From an optimization exercise on the open Yosys and OpenROAD flow, aimed at small area; shortcuts taken in it are not production practice. The RTL was checked by simulation tests, not by an equivalence proof against the original design. Power figures rest on the tool's default switching activity, not on a simulated workload.

**design.v**
```verilog
module core_top(
    input  wire        clk_i,
    input  wire        rst_i,
    input  wire [31:0] rom_data_i,
    output wire        rom_ce_o,
    output wire [31:0] rom_addr_o,
    input  wire [31:0] ram_rdata_i,
    output reg  [31:0] ram_wdata_o,
    output wire        ram_we_o,
    output wire [31:0] ram_addr_o,
    output wire        ram_ce_o,
    output reg         halt_o,
    input  wire        irq_external_i,
    input  wire        irq_software_i,
    input  wire        irq_timer_i
);
localparam [31:0] NOP = 32'h00000013;
localparam [6:0] OP_I     = 7'b0010011;
localparam [6:0] OP_R     = 7'b0110011;
localparam [6:0] OP_LUI   = 7'b0110111;
localparam [6:0] OP_AUIPC = 7'b0010111;
localparam [6:0] OP_S     = 7'b0100011;
localparam [6:0] OP_L     = 7'b0000011;
localparam [6:0] OP_JAL   = 7'b1101111;
localparam [6:0] OP_JALR  = 7'b1100111;
localparam [6:0] OP_B     = 7'b1100011;
localparam [6:0] OP_SYS   = 7'b1110011;
wire        jump_we;           
wire [31:0] jump_addr;
wire        int_en;            
wire [31:0] isr_pc;
wire        stall_id;          
wire        md_stall;          
wire        stall_exe = jump_we | md_stall;
wire        stall     = ~rst_i & (stall_id | stall_exe);
reg        ce;
reg [31:0] pc;
assign rom_ce_o   = ce;
assign rom_addr_o = pc;
wire [31:0] new_pc = int_en ? isr_pc : jump_addr;
wire [29:0] pc_inc;
rinc #(30) u_pcinc (.a(pc[31:2]), .ci(1'b1), .s(pc_inc), .co());
always @(posedge clk_i) ce <= ~rst_i;
always @(posedge clk_i)
    if (!ce)                  pc <= 32'h0;
    else if (jump_we | int_en) pc <= new_pc;
    else if (!stall)          pc <= {pc_inc, pc[1:0]};
reg [31:0] fa, fi;
always @(posedge clk_i)
    if (rst_i | jump_we | int_en) begin
        fa <= 32'h0;
        fi <= NOP;
    end else if (!stall) begin
        fa <= pc;
        fi <= rom_data_i;
    end
wire [6:0] d_opc = fi[6:0];
wire [2:0] d_f3  = fi[14:12];
wire [4:0] d_rs1 = fi[19:15];
wire [4:0] d_rs2 = fi[24:20];
wire d_I     = d_opc == OP_I;
wire d_R     = d_opc == OP_R;
wire d_LUI   = d_opc == OP_LUI;
wire d_AUIPC = d_opc == OP_AUIPC;
wire d_S     = d_opc == OP_S;
wire d_L     = d_opc == OP_L;
wire d_JAL   = d_opc == OP_JAL;
wire d_JALR  = d_opc == OP_JALR;
wire d_B     = d_opc == OP_B;
wire d_SYS   = d_opc == OP_SYS;
wire d_sysok = d_SYS & (d_f3 != 3'd4);
wire d_csrr  = d_SYS & (d_f3[2] == 1'b0) & (d_f3[1:0] != 2'b00);
wire d_csri  = d_SYS & d_f3[2] & (d_f3[1:0] != 2'b00);
wire d_valid = d_I | d_R | d_LUI | d_AUIPC | d_S | d_L | d_JAL | d_JALR | d_B | d_sysok;
wire d_re1   = d_I | d_R | d_S | d_L | d_JALR | d_B | d_csrr;
wire d_re2   = d_R | d_S | d_B;
wire [31:0] d_iimm = {{20{fi[31]}}, fi[31:20]};
wire [31:0] d_uimm = {fi[31:12], 12'b0};
wire [31:0] d_jimm = {{12{fi[31]}}, fi[19:12], fi[20], fi[30:21], 1'b0};
wire        rf_we;
wire [4:0]  rf_waddr;
wire [31:0] rf_wdata;
reg  [31:0] rf [1:31];
wire [31:0] rd1 [0:31];
wire [31:0] rd2 [0:31];
assign rd1[0] = 32'h0;
assign rd2[0] = 32'h0;
genvar gi;
generate for (gi = 1; gi < 32; gi = gi + 1) begin : g_rf
    always @(posedge clk_i)
        if (rf_we && rf_waddr == gi)
            rf[gi] <= rf_wdata;
    assign rd1[gi] = rd1[gi-1] | ({32{d_rs1 == gi}} & rf[gi]);
    assign rd2[gi] = rd2[gi-1] | ({32{d_rs2 == gi}} & rf[gi]);
end endgenerate
wire [31:0] rf1 = rd1[31];
wire [31:0] rf2 = rd2[31];
wire        ex_we;
wire [31:0] ex_wdata;
wire [4:0]  ex_waddr;
wire        mm_we;
wire [4:0]  mm_waddr;
wire [31:0] mm_wdata;
wire f1e = ex_we & (ex_waddr == d_rs1);
wire f1m = mm_we & (mm_waddr == d_rs1);
wire f2e = ex_we & (ex_waddr == d_rs2);
wire f2m = mm_we & (mm_waddr == d_rs2);
wire [31:0] src1 = f1e ? ex_wdata : f1m ? mm_wdata : rf1;
wire [31:0] src2 = f2e ? ex_wdata : f2m ? mm_wdata : rf2;
reg [31:0] d_op1, d_op2;
always @(*) begin
    if (d_re1)                d_op1 = src1;
    else if (d_LUI)           d_op1 = d_uimm;
    else if (d_AUIPC | d_JAL) d_op1 = fa;
    else if (d_csri)          d_op1 = {27'b0, d_rs1};
    else                      d_op1 = 32'h0;
end
always @(*) begin
    if (d_re2)                   d_op2 = src2;
    else if (d_I | d_L | d_JALR) d_op2 = d_iimm;
    else if (d_AUIPC)            d_op2 = d_uimm;
    else if (d_JAL)              d_op2 = d_jimm;
    else                         d_op2 = 32'h0;
end
wire [31:0] d_inst = d_valid ? fi : NOP;
wire [31:0] d_ia   = (d_JAL | d_JALR | d_B | d_sysok) ? fa : 32'h0;
reg [31:0] ei, eo1, eo2, ea;
wire e_isload = ei[6:0] == OP_L;
assign stall_id = e_isload & ((d_rs1 == ei[11:7]) | (d_rs2 == ei[11:7]));
always @(posedge clk_i)
    if (rst_i | jump_we | int_en) begin
        ei  <= NOP;
        eo1 <= 32'h0;
        eo2 <= 32'h0;
        if (rst_i) ea <= 32'h0;
    end else if (stall_id) begin
        ei  <= NOP;
        eo1 <= 32'h0;
        eo2 <= 32'h0;
    end else if (!md_stall) begin
        ei  <= d_inst;
        eo1 <= d_op1;
        eo2 <= d_op2;
        ea  <= d_ia;
    end
wire [6:0] e_opc = ei[6:0];
wire [2:0] e_f3  = ei[14:12];
wire [6:0] e_f7  = ei[31:25];
wire e_I     = e_opc == OP_I;
wire e_R     = e_opc == OP_R;
wire e_LUI   = e_opc == OP_LUI;
wire e_AUIPC = e_opc == OP_AUIPC;
wire e_S     = e_opc == OP_S;
wire e_L     = e_opc == OP_L;
wire e_JAL   = e_opc == OP_JAL;
wire e_JALR  = e_opc == OP_JALR;
wire e_B     = e_opc == OP_B;
wire e_SYS   = e_opc == OP_SYS;
wire e_M     = e_R & (e_f7 == 7'b0000001);
wire e_alu   = (e_I | e_R) & ~e_M;
wire e_sub = (e_R & ~e_M & e_f3 == 3'd0 & e_f7 != 7'd0) |
             (e_alu & (e_f3 == 3'd2 | e_f3 == 3'd3)) | e_B;
wire [31:0] e_simm = {{20{ei[31]}}, ei[31:25], ei[11:7]};
wire [31:0] e_y    = e_sub ? ~eo2 : (e_S ? e_simm : eo2);
wire [32:0] e_sum = {1'b0, eo1} + {1'b0, e_y} + {32'b0, e_sub};
wire e_ltu = ~e_sum[32];
wire e_lt  = (eo1[31] ^ eo2[31]) ? eo1[31] : e_sum[31];
wire e_eq  = (e_sum[31:0] == 32'h0);
wire [4:0]  e_sh  = eo2[4:0];
wire        e_left = ~e_f3[2];
reg  [31:0] e_shin;
integer k;
always @(*) for (k = 0; k < 32; k = k + 1) e_shin[k] = e_left ? eo1[31-k] : eo1[k];
wire        e_fill = ~e_left & e_f7[5] & eo1[31];
wire [32:0] e_shr  = $signed({e_fill, e_shin}) >>> e_sh;
reg  [31:0] e_shout;
always @(*) for (k = 0; k < 32; k = k + 1) e_shout[k] = e_left ? e_shr[31-k] : e_shr[k];
reg [31:0] e_alu_r;
reg        e_alu_we;
always @(*) begin
    e_alu_we = 1'b1;
    case (e_f3)
        3'd0: e_alu_r = e_sum[31:0];
        3'd1: begin e_alu_r = e_shout; e_alu_we = (e_f7 == 7'd0); end
        3'd2: e_alu_r = {31'b0, e_lt};
        3'd3: e_alu_r = {31'b0, e_ltu};
        3'd4: e_alu_r = eo1 ^ eo2;
        3'd5: begin
            e_alu_r  = e_shout;
            e_alu_we = (e_f7 == 7'd0) | (e_f7 == 7'b0100000);
        end
        3'd6: e_alu_r = eo1 | eo2;
        default: e_alu_r = eo1 & eo2;
    endcase
end
reg e_taken;
always @(*) begin
    case (e_f3)
        3'd0: e_taken = e_eq;
        3'd1: e_taken = ~e_eq;
        3'd4: e_taken = e_lt;
        3'd5: e_taken = ~e_lt;
        3'd6: e_taken = e_ltu;
        3'd7: e_taken = ~e_ltu;
        default: e_taken = 1'b0;
    endcase
end
wire [31:0] e_bimm = {{20{ei[31]}}, ei[7], ei[30:25], ei[11:8], 1'b0};
wire [31:0] e_pcadd = ea + (e_B ? e_bimm : 32'd4);
assign jump_we   = e_JAL | e_JALR | (e_B & e_taken);
assign jump_addr = e_B ? e_pcadd : e_sum[31:0];
wire req_m = ~rst_i & e_M & ~e_f3[2];
wire req_d = ~rst_i & e_M &  e_f3[2];
wire a_neg  = eo1[31];
wire b_neg  = eo2[31];
wire a_zero = (eo1 == 32'h0);
wire b_zero = (eo2 == 32'h0);
wire sgn_a  = (e_f3 == 3'd1) | (e_f3 == 3'd2) | (e_f3 == 3'd4) | (e_f3 == 3'd6);
wire sgn_b  = (e_f3 == 3'd1) | (e_f3 == 3'd4) | (e_f3 == 3'd6);
wire [31:0] a_o, b_o;
wire a_inv = sgn_a & a_neg;
wire b_inv = sgn_b & b_neg;
rinc #(32) u_anegt (.a(eo1 ^ {32{a_inv}}), .ci(a_inv), .s(a_o), .co());
rinc #(32) u_bnegt (.a(eo2 ^ {32{b_inv}}), .ci(b_inv), .s(b_o), .co());
localparam [1:0] S_IDLE = 2'd0, S_CALC = 2'd1, S_DONE = 2'd2;
reg [1:0]  ms, ds;
reg [5:0]  cnt;
reg [31:0] opr;
reg [64:0] R;
reg [63:0] mout;      
reg [63:0] dout;      
reg        mrdy, drdy;
wire mu_load = (ms == S_IDLE) & req_m;
wire dv_load = (ds == S_IDLE) & req_d;
wire mu_step = (ms == S_CALC);
wire dv_step = (ds == S_CALC);
wire [31:0] md_s;
wire        md_c;
assign {md_c, md_s} = {1'b0, R[63:32]} + {1'b0, dv_step ? ~opr : opr} + {32'b0, dv_step};
always @(posedge clk_i)
    if (rst_i | ~req_m) ms <= S_IDLE;
    else case (ms)
        S_IDLE:  ms <= (a_zero | b_zero) ? S_DONE : S_CALC;
        S_CALC:  ms <= (cnt == 6'd0) ? S_DONE : S_CALC;
        default: ms <= S_IDLE;
    endcase
always @(posedge clk_i)
    if (rst_i | ~req_d) ds <= S_IDLE;
    else case (ds)
        S_IDLE:  ds <= (a_zero | b_zero) ? S_DONE : S_CALC;
        S_CALC:  ds <= (cnt == 6'd0) ? S_DONE : S_CALC;
        default: ds <= S_IDLE;
    endcase
always @(posedge clk_i)
    if (mu_load) begin
        if (a_zero | b_zero) R <= 65'h0;
        else begin
            cnt <= 6'd31;
            opr <= a_o;
            R   <= {33'h0, b_o};
        end
    end else if (dv_load) begin
        if (b_zero) R <= {a_o, 1'b0, 32'hffffffff};
        else begin
            cnt <= 6'd32;
            opr <= b_o;
            R   <= {33'h0, a_o};
        end
    end else if (mu_step) begin
        cnt <= cnt - 6'd1;
        R   <= R[0] ? {1'b0, md_c, md_s, R[31:1]} : {2'b0, R[63:1]};
    end else if (dv_step) begin
        cnt <= cnt - 6'd1;
        R   <= md_c ? {md_s, R[31:0], 1'b1} : {R[63:0], 1'b0};
    end
always @(posedge clk_i) begin
    mrdy <= (ms == S_DONE);
    drdy <= (ds == S_DONE);
    if (ms == S_DONE) mout <= R[63:0];
    if (ds == S_DONE) dout <= {R[64:33], R[31:0]};
end
assign md_stall = (req_m & ~mrdy) | (req_d & ~drdy);
wire        sadj = a_neg ^ b_neg;
wire [31:0] n_in = e_f3[2] ? (e_f3[1] ? dout[63:32] : dout[31:0]) : mout[63:32];
wire        n_ci = e_f3[2] ? 1'b1 : (mout[31:0] == 32'h0);
wire [31:0] n_out = ~n_in + {31'b0, n_ci};
reg         n_do;
always @(*) begin
    case (e_f3)
        3'd1:    n_do = sadj;
        3'd2:    n_do = a_neg;
        3'd4:    n_do = ~b_zero & sadj;
        3'd6:    n_do = ~b_zero & a_neg;
        default: n_do = 1'b0;
    endcase
end
wire [31:0] md_res = (e_f3 == 3'd0) ? mout[31:0] : (n_do ? n_out : n_in);
wire [31:0] md_wdata = (mrdy | drdy) ? md_res : 32'h0;
wire [11:0] e_csr = ei[31:20];
wire [31:0] csr_rdata;
reg        x_we;
reg [31:0] x_wd;
always @(*) begin
    x_we = 1'b0;
    x_wd = 32'h0;
    if (e_alu)                                  begin x_we = e_alu_we; x_wd = e_alu_r; end
    else if (e_M)                               begin x_we = 1'b1; x_wd = md_wdata; end
    else if (e_LUI | e_AUIPC)                   begin x_we = 1'b1; x_wd = e_sum[31:0]; end
    else if (e_L)                               begin x_we = 1'b1; x_wd = 32'h0; end
    else if (e_JAL | e_JALR)                    begin x_we = 1'b1; x_wd = e_pcadd; end
    else if (e_SYS)                             begin x_we = (e_f3 != 3'd0); x_wd = csr_rdata; end
end
assign ex_we    = x_we;
assign ex_waddr = ei[11:7];
assign ex_wdata = x_wd;
wire       e_ldok = e_L & (e_f3 != 3'd3) & (e_f3 != 3'd6) & (e_f3 != 3'd7);
wire       e_stok = e_S & (e_f3[2] == 1'b0) & (e_f3[1:0] != 2'b11);
wire [1:0] e_kind = e_ldok ? 2'd1 : e_stok ? 2'd2 : e_L ? 2'd3 : 2'd0;
wire        e_csrwe = e_SYS & (e_f3 != 3'd0);
reg  [31:0] e_csrwd;
always @(*) begin
    case (e_f3[1:0])
        2'b01:   e_csrwd = eo1;
        2'b10:   e_csrwd = eo1 | csr_rdata;
        default: e_csrwd = csr_rdata & ~eo1;
    endcase
end
wire e_priv  = e_SYS & (e_f3 == 3'd0);
wire e_mret  = e_priv & (e_f7 == 7'b0011000) & (ei[24:20] == 5'b00010);
wire e_ecall = e_priv & (e_f7 == 7'b0000000) & (ei[24:20] == 5'b00000);
reg        m_we;
reg [4:0]  m_waddr;
reg [31:0] m_slot;      
reg [31:0] m_data;      
reg [1:0]  m_kind;
reg [2:0]  m_f3;
reg        m_csrwe;
reg [11:0] m_csra;
reg [31:0] m_ia;
reg        m_ecall, m_mret;
always @(posedge clk_i)
    if (rst_i | int_en) begin
        m_we    <= 1'b0;
        m_kind  <= 2'd0;
        m_csrwe <= 1'b0;
        m_ia    <= 32'h0;
        m_ecall <= 1'b0;
        m_mret  <= 1'b0;
    end else begin
        m_we    <= x_we;
        m_waddr <= ei[11:7];
        m_slot  <= (e_L | e_S) ? ((e_kind == 2'd3) ? 32'h0 : e_sum[31:0]) : x_wd;
        m_data  <= e_S ? eo2 : e_csrwd;
        m_kind  <= e_kind;
        m_f3    <= e_f3;
        m_csrwe <= e_csrwe;
        m_csra  <= e_csr;
        m_ia    <= ea;
        m_ecall <= e_ecall;
        m_mret  <= e_mret;
    end
wire m_ld = (m_kind == 2'd1);
wire m_st = (m_kind == 2'd2);
assign ram_ce_o   = m_ld | m_st;
assign ram_we_o   = m_st;
assign ram_addr_o = m_slot;
wire [1:0] m_off = m_slot[1:0];
reg  [7:0] m_byte;
always @(*) begin
    case (m_off)
        2'd0: m_byte = ram_rdata_i[7:0];
        2'd1: m_byte = ram_rdata_i[15:8];
        2'd2: m_byte = ram_rdata_i[23:16];
        default: m_byte = ram_rdata_i[31:24];
    endcase
end
wire [15:0] m_half = m_off[1] ? ram_rdata_i[31:16] : ram_rdata_i[15:0];
reg [31:0] m_load;
always @(*) begin
    case (m_f3[1:0])
        2'b00:   m_load = {{24{~m_f3[2] & m_byte[7]}}, m_byte};
        2'b01:   m_load = m_off[0] ? 32'h0 : {{16{~m_f3[2] & m_half[15]}}, m_half};
        default: m_load = ram_rdata_i;
    endcase
end
always @(*) begin
    case (m_f3[1:0])
        2'b00: case (m_off)
            2'd0: ram_wdata_o = {ram_rdata_i[31:8], m_data[7:0]};
            2'd1: ram_wdata_o = {ram_rdata_i[31:16], m_data[7:0], ram_rdata_i[7:0]};
            2'd2: ram_wdata_o = {ram_rdata_i[31:24], m_data[7:0], ram_rdata_i[15:0]};
            default: ram_wdata_o = {m_data[7:0], ram_rdata_i[23:0]};
        endcase
        2'b01: ram_wdata_o = m_off[0] ? 32'h0 :
                             m_off[1] ? {m_data[15:0], ram_rdata_i[15:0]} :
                                        {ram_rdata_i[31:16], m_data[15:0]};
        default: ram_wdata_o = m_data;
    endcase
end
assign mm_we    = m_we;
assign mm_waddr = m_waddr;
assign mm_wdata = m_ld ? m_load : m_slot;
assign rf_we    = ~rst_i & ~int_en & m_we;
assign rf_waddr = m_waddr;
assign rf_wdata = mm_wdata;
always @(posedge clk_i)
    if (rst_i) halt_o <= 1'b0;
    else if (m_st && m_f3[1:0] == 2'b10 && m_slot == 32'h00200008) halt_o <= 1'b1;
reg        w_csrwe;
reg [11:0] w_csra;
reg [31:0] w_csrwd;
always @(posedge clk_i)
    if (rst_i | int_en) begin
        w_csrwe <= 1'b0;
    end else begin
        w_csrwe <= m_csrwe;
        w_csra  <= m_csra;
        w_csrwd <= m_data;
    end
reg [63:0] mcycle;
wire [63:0] mcycle_inc = mcycle + 64'd1;
reg        mst_mie, mst_mpie;
reg        mie_e, mie_t, mie_s;
reg [31:0] mtvec, mscratch, mepc, mtval;
reg [3:0]  mc_cause;
reg [26:0] mc_rem;
reg        mc_int;
reg        mip_e, mip_t, mip_s;
wire w_mstatus  = w_csrwe & (w_csra == 12'h300);
wire w_mie      = w_csrwe & (w_csra == 12'h304);
wire w_mtvec    = w_csrwe & (w_csra == 12'h305);
wire w_mscratch = w_csrwe & (w_csra == 12'h340);
wire w_mepc     = w_csrwe & (w_csra == 12'h341);
wire w_mcause   = w_csrwe & (w_csra == 12'h342);
wire w_mtval    = w_csrwe & (w_csra == 12'h343);
reg  [1:0] is;          
reg  [3:0] tcause;
reg        ttype;
reg        texc;
wire taken = (is == 2'd2);
wire tret  = (is == 2'd3);
always @(posedge clk_i)
    if (rst_i) mcycle <= 64'h0;
    else       mcycle <= mcycle_inc;
always @(posedge clk_i)
    if (rst_i) begin
        mst_mie  <= 1'b0;
        mst_mpie <= 1'b1;
    end else if (w_mstatus) begin
        mst_mie  <= w_csrwd[3];
        mst_mpie <= w_csrwd[7];
    end else if (taken) begin
        mst_mpie <= mst_mie;
        mst_mie  <= 1'b0;
    end else if (tret) begin
        mst_mie  <= mst_mpie;
        mst_mpie <= 1'b1;
    end
always @(posedge clk_i)
    if (rst_i) begin
        mie_e <= 1'b0; mie_t <= 1'b0; mie_s <= 1'b0;
    end else if (w_mie) begin
        mie_e <= w_csrwd[11]; mie_t <= w_csrwd[7]; mie_s <= w_csrwd[3];
    end
always @(posedge clk_i)
    if (rst_i) mtvec <= 32'h0;
    else if (w_mtvec) mtvec <= w_csrwd;
always @(posedge clk_i)
    if (rst_i) mscratch <= 32'h0;
    else if (w_mscratch) mscratch <= w_csrwd;
always @(posedge clk_i)
    if (rst_i) mtval <= 32'h0;
    else if (w_mtval) mtval <= w_csrwd;
reg  [31:0] cur_pc;
always @(posedge clk_i)
    if (rst_i) cur_pc <= 32'h0;
    else if (jump_we) cur_pc <= jump_addr;
wire [31:0] tpc = (m_ia != 32'h0) ? m_ia : cur_pc;
wire [29:0] epc_dec;
rca #(30) u_epc (.a(tpc[31:2]), .b(30'h3fffffff), .ci(1'b0), .s(epc_dec), .co());
wire [29:0] epc = texc ? epc_dec : tpc[31:2];
always @(posedge clk_i)
    if (rst_i) mepc <= 32'h0;
    else if (w_mepc) mepc <= w_csrwd;
    else if (taken) mepc <= {epc, 2'b00};
always @(posedge clk_i)
    if (rst_i) begin
        mc_cause <= 4'h0; mc_rem <= 27'h0; mc_int <= 1'b0;
    end else if (w_mcause) begin
        mc_cause <= w_csrwd[3:0]; mc_rem <= w_csrwd[30:4]; mc_int <= w_csrwd[31];
    end else if (taken) begin
        mc_cause <= tcause; mc_rem <= 27'h0; mc_int <= ttype;
    end
always @(posedge clk_i)
    if (rst_i) begin
        mip_e <= 1'b0; mip_t <= 1'b0; mip_s <= 1'b0;
    end else begin
        mip_e <= irq_external_i; mip_t <= irq_timer_i; mip_s <= irq_software_i;
    end
reg [31:0] csr_r;
always @(*) begin
    case (e_csr)
        12'hF12:          csr_r = 32'd22;
        12'h301:          csr_r = 32'h40001100;
        12'hB00, 12'hC00: csr_r = mcycle[31:0];
        12'hB80, 12'hC80: csr_r = mcycle[63:32];
        12'h300:          csr_r = {19'b0, 2'b11, 3'b0, mst_mpie, 3'b0, mst_mie, 3'b0};
        12'h304:          csr_r = {20'b0, mie_e, 3'b0, mie_t, 3'b0, mie_s, 3'b0};
        12'h305:          csr_r = mtvec;
        12'h340:          csr_r = mscratch;
        12'h341:          csr_r = mepc;
        12'h342:          csr_r = {mc_int, mc_rem, mc_cause};
        12'h344:          csr_r = {20'b0, mip_e, 3'b0, mip_t, 3'b0, mip_s, 3'b0};
        12'h343:          csr_r = mtval;
        default:          csr_r = 32'h0;
    endcase
end
assign csr_rdata = (w_csrwe && w_csra == e_csr) ? w_csrwd : csr_r;
wire eip = mie_e & mip_e;
wire tip = mie_t & mip_t;
wire sip = mie_s & mip_s;
wire trap = (mst_mie & (eip | tip | sip)) | m_ecall;
always @(posedge clk_i)
    if (rst_i) is <= 2'd0;
    else if (is == 2'd1) is <= trap ? 2'd2 : m_mret ? 2'd3 : 2'd1;
    else is <= 2'd1;
always @(posedge clk_i) texc <= m_ecall | m_mret;
always @(posedge clk_i)
    if (rst_i) begin
        tcause <= 4'd0; ttype <= 1'b0;
    end else if (is == 2'd1) begin
        if (mst_mie & tip)      begin tcause <= 4'd7;  ttype <= 1'b1; end
        else if (mst_mie & sip) begin tcause <= 4'd3;  ttype <= 1'b1; end
        else if (mst_mie & eip) begin tcause <= 4'd11; ttype <= 1'b1; end
        else if (m_ecall)       begin tcause <= 4'd11; ttype <= 1'b0; end
    end
assign int_en = taken | tret;
wire [29:0] tvec_add;
rca #(30) u_tvec (.a(mtvec[31:2]), .b({26'b0, tcause}), .ci(1'b0), .s(tvec_add), .co());
wire [29:0] tvec = (ttype & mtvec[0]) ? tvec_add : mtvec[31:2];
assign isr_pc = taken ? {tvec, 2'b00} : mepc;
endmodule
module rca #(parameter W = 32) (
    input  wire [W-1:0] a,
    input  wire [W-1:0] b,
    input  wire         ci,
    output wire [W-1:0] s,
    output wire         co
);
    wire [W:0] c;
    assign c[0] = ci;
    genvar i;
    generate for (i = 0; i < W; i = i + 1) begin : g
        wire p = a[i] ^ b[i];
        assign s[i]   = p ^ c[i];
        assign c[i+1] = (a[i] & b[i]) | (p & c[i]);
    end endgenerate
    assign co = c[W];
endmodule
module rinc #(parameter W = 32) (
    input  wire [W-1:0] a,
    input  wire         ci,
    output wire [W-1:0] s,
    output wire         co
);
    wire [W:0] c;
    assign c[0] = ci;
    genvar i;
    generate for (i = 0; i < W; i = i + 1) begin : g
        assign s[i]   = a[i] ^ c[i];
        assign c[i+1] = a[i] & c[i];
    end endgenerate
    assign co = c[W];
endmodule
```
**constraint.sdc**
```tcl
create_clock -name core_clock -period 14.0 [get_ports {clk_i}]
set_input_delay 2.8000 -clock core_clock [delete_from_list [all_inputs] [get_ports {clk_i}]]
set_output_delay 2.8000 -clock core_clock [all_outputs]
set_load 0.01 [all_outputs]
```
**config.mk**
```make
export PLATFORM = sky130hd
export DESIGN_NAME = core_top
export DESIGN_NICKNAME = core_top
export VERILOG_FILES = /design/flow/design.v
export SDC_FILE = /design/flow/constraint.sdc
export NUM_CORES = 4
export LEC_CHECK = 0
export CAP_MARGIN = 20
export CORE_MARGIN = 2
export CORE_UTILIZATION = 30
export GPL_ROUTABILITY_DRIVEN = 1
export PLACE_DENSITY = 0.45
export SLEW_MARGIN = 20
```
**run.sh**
```bash
#!/bin/bash
# synth_recipe.tcl (not shown) runs the flow's synth.tcl, then flattens the netlist and writes it again
# the make line also repeats each setting of config.mk as NAME=value (left out here)
make -C /OpenROAD-flow-scripts/flow DESIGN_CONFIG=/design/flow/config.mk WORK_HOME=/design/flow/orfs CLKGATE_MAP_FILE= SYNTH_SCRIPT=/design/flow/synth_recipe.tcl finish
```
==> results of run 1 <==
==> sequential cells by signal, summed over array words and instances (netlist names), 64 cells and up <==
register / cells
rf: 992
mcycle: 64
R: 65
dout: 64
mout: 64
==> where the power goes <==
group	switching, mW	internal [mW]
clock network	2.55	3.41
registers	0.181	6.10
logic	2.02	0.746
total	4.76	10.3
==> layout make-up <==
class	count	share of cell area
timing repair buffer	544	0.0399
inverter	146	0.00486
clock inverter	146	0.0138
tap	4346	0.0478
sequential	1886	0.453
antenna	18	0.000396
clock buffer	253	0.0496
multi-input combinational	6508	0.390
==> cells in the mapped netlist (22+ instances only) <==
cell type	number
sky130_fd_sc_hd__a21o_1	55
sky130_fd_sc_hd__ha_1	308
sky130_fd_sc_hd__o221ai_1	27
sky130_fd_sc_hd__o211ai_1	73
sky130_fd_sc_hd__a31oi_1	52
sky130_fd_sc_hd__edfxtp_1	1383
sky130_fd_sc_hd__o21bai_1	28
sky130_fd_sc_hd__a222oi_1	105
sky130_fd_sc_hd__dfxtp_1	503
sky130_fd_sc_hd__nor2_1	757
sky130_fd_sc_hd__o21ai_1	45
sky130_fd_sc_hd__nor4_1	70
sky130_fd_sc_hd__mux4_2	48
sky130_fd_sc_hd__a221oi_1	301
sky130_fd_sc_hd__a22oi_1	514
sky130_fd_sc_hd__clkbuf_1	603
sky130_fd_sc_hd__mux2_2	76
sky130_fd_sc_hd__a211oi_1	167
sky130_fd_sc_hd__buf_1	71
sky130_fd_sc_hd__xnor2_1	203
sky130_fd_sc_hd__a21oi_1	619
sky130_fd_sc_hd__nand4_1	180
sky130_fd_sc_hd__nor2b_1	57
sky130_fd_sc_hd__o21ai_0	320
sky130_fd_sc_hd__or2_2	22
sky130_fd_sc_hd__nor3_1	187
sky130_fd_sc_hd__xor2_1	95
sky130_fd_sc_hd__mux2i_1	208
sky130_fd_sc_hd__a22o_1	269
sky130_fd_sc_hd__and3_1	41
sky130_fd_sc_hd__and2_1	101
sky130_fd_sc_hd__nand2_1	903
sky130_fd_sc_hd__o22ai_1	33
sky130_fd_sc_hd__nand3_1	276
sky130_fd_sc_hd__inv_1	143
sky130_fd_sc_hd__buf_2	25
sky130_fd_sc_hd__nand2b_1	31
sky130_fd_sc_hd__o311ai_0	33
==> routing by layer <==
metal | vias to the layer above | part of all wire
met3 | 1950 | 0.12
met1 | 44323 | 0.38
met4 | 18 | 0.079
met2 | 7352 | 0.42
met5 | - | 0.00042
li1 | 35987 | -
==> worst reg2reg max path, delay by kind of cell, from the launching register on <==
family | cells | cell delay (ns)
compound gates | 6 | 1.78
fa+ha+maj | 2 | 0.71
buf+inv | 7 | 3.15
simple gates | 9 | 2.96
flops | 1 | 0.53
mux | 1 | 0.60
==> how the worst max path moves through the flow <==
stage	to	slack, ns	cells past startpoint
floorplan	R[31]	3.99	49
global placement	R[31]	4.44	43
detailed placement	ea[9]	4.43	25
CTS	ea[9]	4.43	25
global route	ea[15]	3.69	25
finish	ea[9]	4.17	25
==> cells in the final DEF (no fill, tap or decap), drive strengths merged, types with 269 or more instances in the layout <==
cell	count
nand2	904
nor2	757
a21oi	620
o21ai	365
a22oi	514
nand3	276
a22o	269
buf	376
edfxtp	1383
ha	308
a221oi	301
dfxtp	503
==> cell families (layout without fill, tap and decap cells) <==
group | Yosys count | in the layout
adders and majority gates | 315 | 315
other | 1 | 20
and+or+nand+nor | 2739 | 2739
AOI/OAI and AO/OA | 2820 | 2820
DFF | 1886 | 1886
xor gates and xnor gates | 299 | 299
muxes | 333 | 333
buffers and inverters | 871 | 1089
==> summary.log, run 1 <==
qor: run_status.status finished clean
qor: clock_tree.clk_pin_slew_worst_paths 0.06 ns
qor: place.pre_cts_ws 4.43 ns
qor: routing.detail_route.vias_per_cell 6.47
qor: power.vdd.ir_drop.worst 0.102 mV
qor: synthesis.asyncSetResetFlopFracSynth 0
qor: synthesis.netlist_top_cells_area sky130_fd_sc_hd__edfxtp_1, sky130_fd_sc_hd__dfxtp_1, sky130_fd_sc_hd__a22oi_1
qor: floorplan.initial_util 0.301
qor: routing.number_of_violations_reported_at_the_end_of_detailed_routing_iteration_0 17180
qor: place.buffer_ports.inserted 168
qor: worst_setup_path.r2r.worst_path.cells 25
qor: worst_setup_path.r2r_setup_slack 4.17 ns
qor: synthesis.netlist-cell-type-count 103
qor: sta.fin_crit_period 9.83 ns
qor: sta.finClkSkew 0.0999 ns
qor: worst_setup_path.worstPathArrival 10.65 ns
qor: synthesis.synth_fa_ha_area_frac 0.0406
qor: global_route.first_pass_grt_wire_length 726000 µm
qor: floorplan.placementRows 210
qor: sta.final.setup.worst_slack 4.17 ns
qor: floorplan.core_footprint 327000 µm²
qor: worst_setup_path.critical_path.startpoint_type register
qor: synthesis.synth_mux_area_frac 0.0410
qor: synthesis.synth_compound_area_frac 0.203
qor: synthesis.synth_warnings 2
qor: clock_tree.insertion_delay 0.97 ns
qor: floorplan.fp.dieW 577 µm
qor: synthesis.xor_and_xnor_area_share_after_synthesis 0.0268
qor: synthesis.synthesis.area 98400 µm²
qor: sta.grt_setup_unrepaired no
qor: sta.achievable_frequency 0.102 GHz
qor: worst_hold_path.min_delay_endpoint w_csra[6]
qor: synthesis.synth_top_family_by_area compound AO/OA/AOI/OAI gates
qor: synthesis.synth_cells 9264
qor: clock_tree.cts.sinks 1886
qor: clock_tree.max-clock-path-buffers 4
qor: synthesis.ys_ff_latch 1886
qor: routing.post_drt_wl_per_cell 39.2 µm
qor: clock_tree.post-cts-setup-buffers 0
qor: sta.report.final.slew_viol_count 0
qor: global_route.grt_usage 0.314
qor: sta.whs 0.419 ns
qor: clock_tree.clock-root-buffer sky130_fd_sc_hd__clkbuf_16
qor: final_layout.layout-drive-gt1-share 0.114
qor: worst_setup_path.slowest_delay 0.71 ns
qor: worst_hold_path.hold_path_class register to register
qor: floorplan.die_h 577 µm
qor: final_layout.final_cell_count_no_fill 13847
qor: synthesis.synth_edf_count 1383
qor: final_layout.fin_area 114000 µm²
qor: final_layout.num-nets-final 9686
qor: synthesis.synth_area_per_cell 10.6 µm²
qor: clock_tree.number_of_cts_inserted_buffers 216
qor: global_route.grt_util_met1 0.405
qor: global_route.grt_overflow 0
qor: final_layout.flow.area_growth_from_synthesis 15.7%
qor: worst_setup_path.timing_worst_setup_path_type register to register
qor: clock_tree.ctsHoldBuffers 0
qor: global_route.grt_max_degree 130
qor: clock_tree.cts_repair_resize_count 0
qor: final_layout.fillerInstances 32477
qor: place.post_dp_area 107000 µm²
qor: floorplan.fp.dieArea 333000 µm²
qor: global_route.antenna_found_initial 42
qor: global_route.global_route.usage.met3 0.0883
qor: power.static-leakage-power 38.9 nW
qor: final_layout.multi_input_comb_area 44400 µm²
qor: synthesis.synth_sequential_area_ratio 0.524
qor: flow_run.cap_viol_max_count 0
qor: power.powerDensity 132 nW/µm²
qor: global_route.first_global_vias 82982
qor: place.placed_cells_incl_taps 13429
qor: worst_setup_path.worst-endpoint-required 14.82 ns
qor: global_route.top_usage_layer met2
qor: final_layout.ff_latch_area 51600 µm²
qor: routing.detailedRoute.firstPassIterationCount 13
qor: worst_setup_path.worst_r2r_src ei[14]
qor: final_layout.finalCoreUtilization 0.348
qor: sta.slew_headroom 0.136
qor: sta.setup_total_negative_slack 0 ns
qor: synthesis.synth_simple_gate_area_share 0.128
qor: place.place.detailed.hpwl 358000 µm
qor: routing.detail-route-antenna-nets 0
qor: synthesis.yosysTopAreaCell sky130_fd_sc_hd__edfxtp_1
qor: routing.dr_total_vias 89630
qor: worst_setup_path.path_common_cell sky130_fd_sc_hd__buf_4
qor: worst_setup_path.cp_slowest_cell sky130_fd_sc_hd__buf_4
qor: power.power.total 15.0 mW
qor: sta.finalSetupViolations 0
qor: worst_setup_path.cpLargestDelayFamily buffers and inverters
qor: routing.drcViolationCount 0
qor: routing.routed_wl 543000 µm
qor: worst_hold_path.worstHoldStart m_csra[6]
qor: sta.number_of_endpoints_with_negative_hold_slack_in_the_final_report 0
qor: floorplan.io_pins 169
qor: worst_setup_path.timing.critical_path.fanout_max 85
qor: worst_setup_path.startpoint ei[14]
qor: clock_tree.htree_num_levels 4
qor: worst_setup_path.timing.critical_path.to_type register
qor: worst_setup_path.cp_buf_inv_count 7
qor: worst_hold_path.hold-path-cell-count 0
qor: sta.worst_slew_pin_slew 1.28 ns
qor: synthesis.main_flop_type_after_synthesis sky130_fd_sc_hd__edfxtp_1
qor: global_route.globalRouteMet2Util 0.460
qor: clock_tree.cts_tree yes
qor: place.gp_routability_congestion 1.05
qor: worst_setup_path.r2r_end ea[9]
qor: sta.post_route_fraction_of_the_period_consumed_by_the_critical_path 0.702
qor: synthesis.area_fraction_of_the_dominant_cell_type_after_synthesis 0.422
==> run 2, diff against run 1 <==
--- a/design.v
+++ b/design.v
@@ -46,13 +46,17 @@
     else if (jump_we | int_en) pc <= new_pc;
     else if (!stall)          pc <= {pc_inc, pc[1:0]};
-reg [31:0] fa, fi;
+reg        fz;
+reg [31:0] fi;
 always @(posedge clk_i)
     if (rst_i | jump_we | int_en) begin
-        fa <= 32'h0;
+        fz <= 1'b1;
         fi <= NOP;
     end else if (!stall) begin
-        fa <= pc;
+        fz <= ~ce;
         fi <= rom_data_i;
     end
+wire [29:0] pc_dec;
+rca #(30) u_pcdec (.a(pc[31:2]), .b(30'h3fffffff), .ci(1'b0), .s(pc_dec), .co());
+wire [31:0] fa = fz ? 32'h0 : {pc_dec, pc[1:0]};
 wire [6:0] d_opc = fi[6:0];
 wire [2:0] d_f3  = fi[14:12];
@@ -78,7 +82,7 @@
 wire [31:0] d_uimm = {fi[31:12], 12'b0};
 wire [31:0] d_jimm = {{12{fi[31]}}, fi[19:12], fi[20], fi[30:21], 1'b0};
-wire        rf_we;
-wire [4:0]  rf_waddr;
-wire [31:0] rf_wdata;
+reg         w_we;
+reg  [4:0]  w_waddr;
+reg  [31:0] w_wdata;
 reg  [31:0] rf [1:31];
 wire [31:0] rd1 [0:31];
@@ -89,11 +93,11 @@
 generate for (gi = 1; gi < 32; gi = gi + 1) begin : g_rf
     always @(posedge clk_i)
-        if (rf_we && rf_waddr == gi)
-            rf[gi] <= rf_wdata;
+        if (!rst_i && w_we && w_waddr == gi)
+            rf[gi] <= w_wdata;
     assign rd1[gi] = rd1[gi-1] | ({32{d_rs1 == gi}} & rf[gi]);
     assign rd2[gi] = rd2[gi-1] | ({32{d_rs2 == gi}} & rf[gi]);
 end endgenerate
-wire [31:0] rf1 = rd1[31];
-wire [31:0] rf2 = rd2[31];
+wire [31:0] rf1 = (w_we && d_rs1 == w_waddr && d_rs1 != 5'd0) ? w_wdata : rd1[31];
+wire [31:0] rf2 = (w_we && d_rs2 == w_waddr && d_rs2 != 5'd0) ? w_wdata : rd2[31];
 wire        ex_we;
 wire [31:0] ex_wdata;
@@ -207,5 +211,6 @@
 end
 wire [31:0] e_bimm = {{20{ei[31]}}, ei[7], ei[30:25], ei[11:8], 1'b0};
-wire [31:0] e_pcadd = ea + (e_B ? e_bimm : 32'd4);
+wire [31:0] e_pcadd;
+pcadd u_pcadd (.a(ea), .imm(e_B ? e_bimm[12:0] : 13'd4), .s(e_pcadd));
 assign jump_we   = e_JAL | e_JALR | (e_B & e_taken);
 assign jump_addr = e_B ? e_pcadd : e_sum[31:0];
@@ -284,5 +289,6 @@
 wire [31:0] n_in = e_f3[2] ? (e_f3[1] ? dout[63:32] : dout[31:0]) : mout[63:32];
 wire        n_ci = e_f3[2] ? 1'b1 : (mout[31:0] == 32'h0);
-wire [31:0] n_out = ~n_in + {31'b0, n_ci};
+wire [31:0] n_out;
+rinc #(32) u_nout (.a(~n_in), .ci(n_ci), .s(n_out), .co());
 reg         n_do;
 always @(*) begin
@@ -401,23 +407,39 @@
 assign mm_waddr = m_waddr;
 assign mm_wdata = m_ld ? m_load : m_slot;
-assign rf_we    = ~rst_i & ~int_en & m_we;
-assign rf_waddr = m_waddr;
-assign rf_wdata = mm_wdata;
 always @(posedge clk_i)
     if (rst_i) halt_o <= 1'b0;
     else if (m_st && m_f3[1:0] == 2'b10 && m_slot == 32'h00200008) halt_o <= 1'b1;
-reg        w_csrwe;
-reg [11:0] w_csra;
+reg [2:0]  w_csrsel;
+reg        w_byp;
 reg [31:0] w_csrwd;
+reg [2:0]  m_csrsel;
+always @(*) begin
+    case (m_csra)
+        12'h300: m_csrsel = 3'd1;
+        12'h304: m_csrsel = 3'd2;
+        12'h305: m_csrsel = 3'd3;
+        12'h340: m_csrsel = 3'd4;
+        12'h341: m_csrsel = 3'd5;
+        12'h342: m_csrsel = 3'd6;
+        12'h343: m_csrsel = 3'd7;
+        default: m_csrsel = 3'd0;
+    endcase
+end
 always @(posedge clk_i)
     if (rst_i | int_en) begin
-        w_csrwe <= 1'b0;
+        w_we     <= 1'b0;
+        w_csrsel <= 3'd0;
+        w_byp    <= 1'b0;
     end else begin
-        w_csrwe <= m_csrwe;
-        w_csra  <= m_csra;
-        w_csrwd <= m_data;
+        w_we     <= m_we;
+        w_waddr  <= m_waddr;
+        w_wdata  <= mm_wdata;
+        w_csrsel <= m_csrwe ? m_csrsel : 3'd0;
+        w_byp    <= m_csrwe & (m_csra == fi[31:20]);
+        w_csrwd  <= m_data;
     end
 reg [63:0] mcycle;
-wire [63:0] mcycle_inc = mcycle + 64'd1;
+wire [63:0] mcycle_inc;
+binc #(.W(64), .B(16)) u_mcyc (.a(mcycle), .s(mcycle_inc));
 reg        mst_mie, mst_mpie;
 reg        mie_e, mie_t, mie_s;
@@ -427,11 +449,11 @@
 reg        mc_int;
 reg        mip_e, mip_t, mip_s;
-wire w_mstatus  = w_csrwe & (w_csra == 12'h300);
-wire w_mie      = w_csrwe & (w_csra == 12'h304);
-wire w_mtvec    = w_csrwe & (w_csra == 12'h305);
-wire w_mscratch = w_csrwe & (w_csra == 12'h340);
-wire w_mepc     = w_csrwe & (w_csra == 12'h341);
-wire w_mcause   = w_csrwe & (w_csra == 12'h342);
-wire w_mtval    = w_csrwe & (w_csra == 12'h343);
+wire w_mstatus  = (w_csrsel == 3'd1);
+wire w_mie      = (w_csrsel == 3'd2);
+wire w_mtvec    = (w_csrsel == 3'd3);
+wire w_mscratch = (w_csrsel == 3'd4);
+wire w_mepc     = (w_csrsel == 3'd5);
+wire w_mcause   = (w_csrsel == 3'd6);
+wire w_mtval    = (w_csrsel == 3'd7);
 reg  [1:0] is;          
 reg  [3:0] tcause;
@@ -516,5 +538,5 @@
     endcase
 end
-assign csr_rdata = (w_csrwe && w_csra == e_csr) ? w_csrwd : csr_r;
+assign csr_rdata = w_byp ? w_csrwd : csr_r;
 wire eip = mie_e & mip_e;
 wire tip = mie_t & mip_t;
@@ -573,2 +595,26 @@
     assign co = c[W];
 endmodule
+module binc #(parameter W = 64, parameter B = 16) (
+    input  wire [W-1:0] a,
+    output wire [W-1:0] s
+);
+    genvar k;
+    generate for (k = 0; k < W / B; k = k + 1) begin : g
+        wire ci = (k == 0) ? 1'b1 : &a[k*B-1:0];
+        rinc #(B) u (.a(a[k*B +: B]), .ci(ci), .s(s[k*B +: B]), .co());
+    end endgenerate
+endmodule
+module pcadd (
+    input  wire [31:0] a,
+    input  wire [12:0] imm,
+    output wire [31:0] s
+);
+    wire        c13;
+    wire [18:0] up, dn;
+    rca  #(13) ul (.a(a[12:0]), .b(imm), .ci(1'b0), .s(s[12:0]), .co(c13));
+    rinc #(19) ui (.a(a[31:13]), .ci(1'b1), .s(up), .co());
+    wire [18:0] up_dn;
+    rinc #(19) ud (.a(~a[31:13]), .ci(1'b1), .s(up_dn), .co());
+    assign dn = ~up_dn;
+    assign s[31:13] = (c13 == imm[12]) ? a[31:13] : (c13 ? up : dn);
+endmodule
==> run 2 against run 1 <==
- global-route usage up 1.5 points
- count of clock-buffer cells in the layout up 28
- core utilization up 0.16 points
- critical endpoint is now ea[26]
==> summary.log, run 2 <==
qor: run_status.status finished clean
qor: sta.post_route_fraction_of_the_period_consumed_by_the_critical_path 0.776 [+0.0737]
qor: power.powerDensity 117 nW/µm² [-11%]
qor: synthesis.synth_most_common_cell sky130_fd_sc_hd__edfxtp_1
qor: sta.finClkSkew 0.137 ns [+0.0370 ns]
qor: routing.detailedRoute.firstPassIterationCount 10 [-3]
qor: final_layout.flow.area_growth_from_synthesis 16.1%
qor: clock_tree.ctsHoldBuffers 0 [unchanged]
qor: worst_hold_path.hold_path_class register to register
qor: synthesis.ys_ff_latch 1884 [-0.11%]
qor: synthesis.netlist_top_cells_area sky130_fd_sc_hd__edfxtp_1, sky130_fd_sc_hd__dfxtp_1, sky130_fd_sc_hd__a22oi_1
qor: clock_tree.cts_repair_resize_count 0 [unchanged]
qor: sta.fin_crit_period 10.86 ns [+1.03 ns]
qor: final_layout.fin_area 114000 µm² [+0.45%]
qor: clock_tree.post-cts-setup-buffers 0 [unchanged]
qor: place.gp_routability_congestion 1.04 [-0.91%]
qor: sta.worst_slew_pin_slew 1.33 ns [+0.0508 ns]
qor: final_layout.layout_top_registers rf (992), R (65)
qor: sta.slew_headroom 0.105 [-0.0310]
qor: global_route.grt_usage 0.329 [+0.0150]
qor: synthesis.synth_warnings 2 [unchanged]
qor: worst_setup_path.worst-endpoint-required 14.51 ns [-0.31 ns]
qor: final_layout.largest-register rf
qor: flow_run.cap_viol_max_count 0 [unchanged]
qor: worst_setup_path.timing_worst_setup_path_type register to register
qor: clock_tree.clk_pin_slew_worst_paths 0.06 ns [about the same]
qor: power.power.total 13.4 mW [-11%]
qor: sta.report.final.slew_viol_count 0 [unchanged]
qor: routing.post_drt_wl_per_cell 40.7 µm [+3.7%]
qor: synthesis.synth_common_cells sky130_fd_sc_hd__edfxtp_1, sky130_fd_sc_hd__nand2_1, sky130_fd_sc_hd__a22oi_1
qor: place.post_dp_area 107000 µm² [+0.25%]
qor: routing.drcViolationCount 0 [unchanged]
qor: worst_setup_path.worstPathArrival 11.37 ns [+0.72 ns]
qor: final_layout.mostFrequentLayoutCell sky130_fd_sc_hd__edfxtp_1
qor: clock_tree.clock-root-buffer sky130_fd_sc_hd__clkbuf_16
qor: synthesis.synth_cells 9351 [+0.94%]
qor: floorplan.placementRows 210 [unchanged]
qor: sta.whs 0.434 ns [+0.0156 ns]
qor: global_route.first_pass_grt_wire_length 753000 µm [+3.7%]
qor: global_route.antenna_found_initial 37 [-12%]
qor: worst_setup_path.critical_path.startpoint_type register
qor: floorplan.fp.dieW 577 µm [about the same]
qor: synthesis.netlist-cell-type-count 96 [-6.8%]
qor: global_route.first_global_vias 83622 [+0.77%]
qor: clock_tree.number_of_cts_inserted_buffers 220 [+1.9%]
qor: synthesis.synthesis.area 98500 µm² [about the same]
qor: synthesis.main_flop_type_after_synthesis sky130_fd_sc_hd__edfxtp_1
qor: routing.detail_route.vias_per_cell 6.42 [-0.78%]
qor: floorplan.die_h 577 µm [about the same]
qor: sta.setup_total_negative_slack 0 ns [unchanged]
qor: clock_tree.htree_num_levels 4 [unchanged]
qor: final_layout.num-nets-final 9919 [+2.4%]
qor: final_layout.finalCoreUtilization 0.350 [+0.00155]
qor: floorplan.core_footprint 327000 µm² [unchanged]
qor: sta.grt_setup_unrepaired no
qor: routing.number_of_violations_reported_at_the_end_of_detailed_routing_iteration_0 14551 [-15%]
qor: floorplan.fp.dieArea 333000 µm² [about the same]
qor: clock_tree.cts_tree yes
qor: routing.dr_total_vias 89567 [-0.070%]
qor: place.place.detailed.hpwl 376000 µm [+5.1%]
qor: synthesis.synth_area_per_cell 10.5 µm² [-0.83%]
qor: worst_setup_path.r2r_setup_slack 3.14 ns [-1.03 ns]
qor: routing.detail-route-antenna-nets 0 [unchanged]
qor: synthesis.synth_sequential_area_ratio 0.526 [+0.00162]
qor: floorplan.io_pins 169 [unchanged]
qor: final_layout.most_frequent_cells_in_the_layout sky130_fd_sc_hd__edfxtp_1, sky130_fd_sc_hd__nand2_1, sky130_fd_sc_hd__a22oi_1
qor: synthesis.yosysTopAreaCell sky130_fd_sc_hd__edfxtp_1
qor: global_route.grt_max_degree 97 [-25%]
qor: sta.finalSetupViolations 0 [unchanged]
qor: synthesis.asyncSetResetFlopFracSynth 0 [unchanged]
qor: worst_setup_path.timing.critical_path.fanout_max 32 [-62%]
qor: final_layout.layout-drive-gt1-share 0.112 [-0.00185]
qor: place.buffer_ports.inserted 168 [unchanged]
qor: sta.number_of_endpoints_with_negative_hold_slack_in_the_final_report 0 [unchanged]
qor: synthesis.synth_edf_count 1408 [+1.8%]
qor: routing.routed_wl 568000 µm [+4.5%]
qor: floorplan.initial_util 0.301 [about the same]
qor: global_route.grt_overflow 0 [unchanged]
qor: clock_tree.insertion_delay 0.99 ns [+0.02 ns]
qor: clock_tree.max-clock-path-buffers 4 [unchanged]
qor: power.vdd.ir_drop.worst 0.116 mV [+13%]
qor: clock_tree.cts.sinks 1884 [-0.11%]
qor: synthesis.area_fraction_of_the_dominant_cell_type_after_synthesis 0.429 [+0.00721]
qor: final_layout.largest_register_ff_count 992 [unchanged]
qor: sta.achievable_frequency 0.0920 GHz [-9.5%]
qor: power.static-leakage-power 40.1 nW [+3.0%]
qor: worst_setup_path.timing.critical_path.to_type register
## run 2: where the power goes
group | total [mW] | switching (mW) | leakage (nW) | internal, mW
combinational | 1.27 | 0.925 | 19.6 | 0.341
clock | 5.99 | 2.56 | 3.54 | 3.43
sequential | 6.16 | 0.122 | 16.9 | 6.03
total | 13.4 | 3.60 | 40.1 | 9.81
## run 2: worst paths after layout
| kind | startpoint | endpoint | cells past startpoint |
|---|---|---|---|
| worst max-delay path | ei[12] | ea[26] | 26 |
| worst min-delay path | R[64] | dout[63] | 0 |
| worst max register to register | ei[12] | ea[26] | 26 |
| worst min register to register | R[64] | dout[63] | 0 |
## run 2: per-layer routing
layer / global-route usage / routed length, µm
met3: 0.0773 / 59400
met1: 0.407 / 213000
met2: 0.505 / 248000
met5: 0.000717 / 169
met4: 0.232 / 47900
## run 2: stage by stage
step | setup WS, ns | cells
CTS | 3.46 | 13914
finish | 3.14 | 13946
global route | 2.93 | 13934
global placement | 3.56 | 13500
floorplan | 4.35 | 9352
detailed placement | 3.48 | 13510
## run 2: area by class of cell
class / count / area (µm²)
antenna: 14 / 35.0
clock buffer: 281 / 5930
clock inverter: 123 / 1360
fill: 32615 / 213000
inverter: 193 / 732
multi-input combinational: 6530 / 44100
sequential: 1884 / 51800
tap: 4346 / 5440
timing repair buffer: 575 / 4950
## run 2: cell families after synthesis
| kind of cell | count (synthesis) | share of synthesized area |
|---|---|---|
| xor gates and xnor gates | 210 | 0.0187 |
| other | 1 | 0.0000381 |
| DFF | 1884 | 0.526 |
| AOI/OAI and AO/OA | 2943 | 0.205 |
| muxes | 255 | 0.0321 |
| adders and majority gates | 446 | 0.0580 |
| and+or+nand+nor | 2674 | 0.123 |
| buffers and inverters | 938 | 0.0369 |
## run 2: critical path, cell delays in order, from the launching register on
cell and delay (ns):
sky130_fd_sc_hd__dfxtp_1 0.37, sky130_fd_sc_hd__inv_1 0.11, sky130_fd_sc_hd__ha_1 0.78, sky130_fd_sc_hd__nor2b_2 0.28, sky130_fd_sc_hd__buf_4 0.43, sky130_fd_sc_hd__nand2_1 0.14, sky130_fd_sc_hd__o311ai_2 0.35, sky130_fd_sc_hd__inv_1 0.47
sky130_fd_sc_hd__nand2_1 1.00, sky130_fd_sc_hd__o221ai_1 0.44, sky130_fd_sc_hd__fa_1 0.55, sky130_fd_sc_hd__nor2b_1 0.25, sky130_fd_sc_hd__o2111ai_1 0.24, sky130_fd_sc_hd__a311oi_1 0.56, sky130_fd_sc_hd__nor2_1 0.19, sky130_fd_sc_hd__xnor2_1 0.17
sky130_fd_sc_hd__buf_4 0.17, sky130_fd_sc_hd__nor4_1 0.54, sky130_fd_sc_hd__nand4_1 0.35, sky130_fd_sc_hd__nand4b_1 0.34, sky130_fd_sc_hd__nor4_2 0.56, sky130_fd_sc_hd__and3_2 0.68, sky130_fd_sc_hd__buf_4 0.38, sky130_fd_sc_hd__nor2_1 0.09
sky130_fd_sc_hd__buf_4 0.26, sky130_fd_sc_hd__o31ai_4 0.24, sky130_fd_sc_hd__buf_4 0.46
==> run 3, diff against run 2 <==
==> flow/run.sh (new file) <==
#!/bin/bash
# Layout flow: the standard flow (standard.sh), with
#  - synthesis mapped by an area-oriented ABC script (flow/area.script); everything
#    else in the synthesis is the standard flow's own script, so the registers are the same;
#  - clock tree synthesis without dummy loads;
#  - smaller port buffers.
# Every tool's output goes to a log file in this folder (and ORFS's own logs under orfs/logs).
set -euo pipefail
W=$(pwd)

# synthesis script: the standard flow's, with abc's -script replaced by ours
{
  head -n 1 "$W/synth_recipe.tcl"
  cat <<'TCL'
proc abc {args} {
  set i [lsearch $args -script]
  if {$i >= 0} { set args [lreplace $args $i [expr {$i + 1}] -script $::env(AREA_ABC_SCRIPT)] }
  yosys abc {*}$args
}
TCL
  tail -n +2 "$W/synth_recipe.tcl"
} > "$W/area_synth.tcl"
export AREA_ABC_SCRIPT="$W/flow/area.script"

# config: the standard flow's, plus CTS and port-buffer arguments
cp "$W/config.mk" "$W/area_config.mk"
cat >> "$W/area_config.mk" <<'MK'
export CTS_ARGS = -sink_clustering_enable -repair_clock_nets -dont_use_dummy_load -buf_list sky130_fd_sc_hd__clkbuf_8 -sink_clustering_size 16 -sink_clustering_max_diameter 50
export BUFFER_PORTS_ARGS = -buffer_cell sky130_fd_sc_hd__buf_1
MK

sed -e "s#$W/synth_recipe.tcl#$W/area_synth.tcl#g" -e "s#$W/config.mk#$W/area_config.mk#g" "$W/standard.sh" > "$W/area_standard.sh"
grep -q area_synth.tcl "$W/area_standard.sh"
grep -q area_config.mk "$W/area_standard.sh"

bash "$W/area_standard.sh" > "$W/flow_make.log" 2>&1
==> flow/area.script (new file) <==
&get -n
&st
&dch -f
&nf -R 1000 -p -C 32 -F 8 -A 8
&st
&syn2
&dch -f
&nf -R 1000 -p -C 32 -F 8 -A 8
&put
==> standard.sh (new file) <==
#!/bin/bash
# synth_recipe.tcl (not shown) runs the flow's synth.tcl, then flattens the netlist and writes it again
# the make line also repeats each setting of config.mk as NAME=value (left out here)
make -C /OpenROAD-flow-scripts/flow DESIGN_CONFIG=/design/flow/config.mk WORK_HOME=/design/flow/orfs CLKGATE_MAP_FILE= SYNTH_SCRIPT=/design/flow/synth_recipe.tcl "${@:-finish}"
--- a/config.mk
+++ b/config.mk
@@ -8,6 +8,6 @@
 export CAP_MARGIN = 20
 export CORE_MARGIN = 2
-export CORE_UTILIZATION = 30
+export CORE_UTILIZATION = 40
 export GPL_ROUTABILITY_DRIVEN = 1
-export PLACE_DENSITY = 0.45
+export PLACE_DENSITY = 0.5
 export SLEW_MARGIN = 20
removed: run.sh
==> run 3 against run 2 <==
- die area fell by 29%
- wire length shrank 4.2%
- critical endpoint is now ea[28]
- still clean
- combinational power is 8% lower
==> summary.log, run 3 <==
qor: worst_setup_path.timing.critical_path.to_type register
qor: floorplan.fp.dieW 485 µm [-16%]
qor: synthesis.synth_edf_count 1408 [unchanged]
qor: routing.post_drt_wl_per_cell 45.2 µm [+11%]
qor: worst_setup_path.path_common_cell sky130_fd_sc_hd__o21ai_0
qor: worst_setup_path.worstPathArrival 11.66 ns [+0.29 ns]
qor: clock_tree.number_of_cts_inserted_buffers 220 [unchanged]
qor: sta.achievable_frequency 0.0903 GHz [-1.9%]
qor: routing.dr_total_vias 87719 [-2.1%]
qor: routing.number_of_violations_reported_at_the_end_of_detailed_routing_iteration_0 20224 [+39%]
qor: worst_setup_path.worst-endpoint-required 14.58 ns [+0.07 ns]
qor: clock_tree.max-clock-path-buffers 3 [-1]
qor: worst_setup_path.slowest_delay 0.90 ns [-0.10 ns]
qor: sta.report.final.slew_viol_count 0 [unchanged]
qor: power.powerDensity 103 nW/µm² [-12%]
qor: routing.detail-route-antenna-nets 0 [unchanged]
qor: floorplan.io_pins 169 [unchanged]
qor: global_route.grt_max_degree 74 [-24%]
qor: synthesis.netlist-cell-type-count 67 [-30%]
qor: final_layout.layout-drive-gt1-share 0.0865 [-0.0259]
qor: final_layout.layout_top_registers rf (992), R (65)
qor: final_layout.flow.area_growth_from_synthesis 12.5%
qor: clock_tree.cts_tree yes
qor: routing.drcViolationCount 0 [unchanged]
qor: clock_tree.clk_pin_slew_worst_paths 0.09 ns [+0.03 ns]
qor: synthesis.synth_area_per_cell 11.2 µm² [+6.8%]
qor: floorplan.core_footprint 230000 µm² [-30%]
qor: floorplan.die_h 485 µm [-16%]
qor: place.buffer_ports.inserted 168 [unchanged]
qor: clock_tree.cts.sinks 1884 [unchanged]
qor: worst_setup_path.timing_worst_setup_path_type register to register
qor: run_status.status finished clean
qor: place.gp_routability_congestion 1.04 [about the same]
qor: flow_run.cap_viol_max_count 0 [unchanged]
qor: final_layout.num-nets-final 9491 [-4.3%]
qor: synthesis.synth_cells 8213 [-12%]
qor: synthesis.yosysTopAreaCell sky130_fd_sc_hd__edfxtp_1
qor: synthesis.area_fraction_of_the_dominant_cell_type_after_synthesis 0.458 [+0.0284]
qor: sta.number_of_endpoints_with_negative_hold_slack_in_the_final_report 0 [unchanged]
qor: sta.fin_crit_period 11.08 ns [+0.216 ns]
qor: global_route.first_global_vias 81047 [-3.1%]
qor: floorplan.initial_util 0.402 [+0.101]
qor: sta.post_route_fraction_of_the_period_consumed_by_the_critical_path 0.791 [+0.0154]
qor: routing.routed_wl 544000 µm [-4.2%]
qor: worst_setup_path.critical_path.startpoint_type register
qor: worst_setup_path.timing.critical_path.fanout_max 60 [+88%]
qor: worst_setup_path.cp_slowest_cell sky130_fd_sc_hd__a21oi_4
qor: global_route.first_pass_grt_wire_length 718000 µm [-4.7%]
qor: final_layout.most_frequent_cells_in_the_layout sky130_fd_sc_hd__edfxtp_1, sky130_fd_sc_hd__nor2_1, sky130_fd_sc_hd__nand2_1
qor: clock_tree.ctsHoldBuffers 0 [unchanged]
qor: sta.finClkSkew 0.197 ns [+0.0597 ns]
qor: routing.detail_route.vias_per_cell 7.28 [+13%]
qor: global_route.grt_usage 0.447 [+0.118]
qor: power.static-leakage-power 35.4 nW [-12%]
qor: global_route.antenna_found_initial 58 [+57%]
qor: clock_tree.insertion_delay 1.12 ns [+0.13 ns]
qor: sta.slew_headroom 0.0427 [-0.0619]
qor: synthesis.netlist_top_cells_area sky130_fd_sc_hd__edfxtp_1, sky130_fd_sc_hd__dfxtp_1, sky130_fd_sc_hd__ha_1
qor: sta.setup_total_negative_slack 0 ns [unchanged]
qor: clock_tree.clock-root-buffer sky130_fd_sc_hd__clkbuf_8
qor: sta.grt_setup_unrepaired no
qor: clock_tree.cts_repair_resize_count 0 [unchanged]
qor: sta.worst_slew_pin_slew 1.42 ns [+0.0919 ns]
qor: clock_tree.htree_num_levels 4 [unchanged]
qor: synthesis.synth_warnings 2 [unchanged]
qor: final_layout.largest_register_ff_count 992 [unchanged]
qor: final_layout.largest-register rf
qor: floorplan.fp.dieArea 235000 µm² [-29%]
qor: place.place.detailed.hpwl 363000 µm [-3.7%]
qor: final_layout.mostFrequentLayoutCell sky130_fd_sc_hd__edfxtp_1
qor: synthesis.main_flop_type_after_synthesis sky130_fd_sc_hd__edfxtp_1
qor: synthesis.ys_ff_latch 1884 [unchanged]
qor: synthesis.asyncSetResetFlopFracSynth 0 [unchanged]
qor: floorplan.placementRows 176 [-16%]
qor: routing.detailedRoute.firstPassIterationCount 14 [+4]
qor: synthesis.synth_most_common_cell sky130_fd_sc_hd__edfxtp_1
qor: synthesis.synthesis.area 92400 µm² [-6.2%]
qor: power.vdd.ir_drop.worst 0.0714 mV [-38%]
qor: synthesis.synth_common_cells sky130_fd_sc_hd__edfxtp_1, sky130_fd_sc_hd__nor2_1, sky130_fd_sc_hd__nand2_1
qor: synthesis.synth_sequential_area_ratio 0.561 [+0.0349]
qor: sta.finalSetupViolations 0 [unchanged]
qor: clock_tree.post-cts-setup-buffers 0 [unchanged]
qor: global_route.grt_overflow 0 [unchanged]
qor: worst_hold_path.hold_path_class register to register
qor: final_layout.finalCoreUtilization 0.452 [+0.103]
## run 3: changes by cell type in the layout (fill, tap and decap cells not counted), sizes merged, moves of 138 or more
cell | before | now
a222oi | 84 | 427
a22oi | 991 | 441
clkdlybuf4s50 | 167 | 0
inv | 198 | 3
nand2 | 1013 | 758
nand3 | 284 | 146
nor2 | 622 | 908
o21ai | 453 | 604
## run 3: cells by family (layout without fill, tap and decap cells)
| logic type | after synthesis | count (layout) | share of synthesized area |
|---|---|---|---|
| fa+ha+maj | 446 | 446 | 0.0618 |
| simple gates | 2544 | 2544 | 0.124 |
| flops | 1884 | 1884 | 0.561 |
| buf+inv | 194 | 954 | 0.00788 |
| other cells | 1 | 47 | 0.0000406 |
| compound gates | 2829 | 2829 | 0.212 |
| mux | 117 | 117 | 0.0141 |
| xor+xnor | 198 | 198 | 0.0188 |
## run 3: worst paths after layout
path                            startpoint  endpoint  slack, ns  cells after the start
worst max-delay path                ei[26]    ea[28]       2.92                     34
worst min-delay path                m_mret      texc       0.43                      1
worst max register to register      ei[26]    ea[28]       2.92                     34
worst min register to register      m_mret      texc       0.43                      1
## run 3: per-stage QoR
| step | hold WS, ns | cells | total power [mW] | setup slack, ns | instance area [µm²] |
|---|---|---|---|---|---|
| 3_3_place_gp | 0.412 | 11774 | 7.40 | 3.63 | 101000 |
| 4_1_cts | 0.441 | 11996 | 10.6 | 3.20 | 104000 |
| 5_1_grt | 0.434 | 12012 | 10.9 | 2.59 | 104000 |
| 3_5_place_dp | 0.443 | 11776 | 7.39 | 3.30 | 101000 |
| 2_1_floorplan | 0.400 | 8214 | 6.70 | 0.0722 | 92400 |
| 6_report | 0.435 | 12045 | 10.7 | 2.92 | 104000 |
## run 3: cell type report
class,count,area [µm²]
inverter,194,736
multi-input combinational,6136,41000
timing repair buffer,540,3470
clock buffer,220,3030
antenna,45,113
fill,21596,126000
sequential,1884,51800
tap,3026,3790
## run 3: worst max-delay path, delay by kind of cell, from the launching register on
kind                       cells  cell delay, ns
AOI/OAI and AO/OA             16            4.10
and+or+nand+nor               13            3.73
xor gates and xnor gates       1            0.79
adders and majority gates      1            0.43
DFF                            1            0.44
buffers and inverters          3            1.10
## run 3: report_power, final
part           total, mW  switching, mW  internal [mW]
registers           6.18          0.139           6.04
clock network       3.37           1.99           1.38
logic               1.17          0.881          0.292
## run 3: per-layer routing
layer | wire length (µm) | vias to the layer above | GRT usage
met5 | 378 | - | 0.00796
met4 | 41700 | 20 | 0.274
met3 | 73200 | 1942 | 0.157
met2 | 225000 | 7861 | 0.642
met1 | 204000 | 43243 | 0.574
li1 | - | 34653 | -

[separate check: timing with driven ports]
How much do the figures lean on ideal ports? The routed layouts below were timed once more, with nothing changed but the port constraints. Step 1 sets driving cells, clkbuf_16 on the clock port and buf_2 on the other inputs (assumed; they add their load-dependent delay and slew). Step 2 times the ports against the registers' clock, not the clock port: input delays grow and output delays shrink by t, the midpoint of the rising clock arrivals with the driver on. a / b / c = ideal / step 1 / step 2; a / b = the first two.
run	t (ns)	setup slack, ns	worst hold slack (ns)	slew at the worst register clock pin (ns)	pins driven straight from the clock port
run 1	1.028	4.167 / 4.167 / 4.167	0.419 / 0.419 / 0.419	0.08 / 0.08	1
run 2	1.038	3.136 / 3.136 / 3.136	0.434 / 0.434 / 0.434	0.07 / 0.07	1
run 3	1.104	2.920 / 2.920 / 2.920	0.435 / 0.435 / 0.435	0.11 / 0.11	1
After both steps every run listed still meets setup and hold.
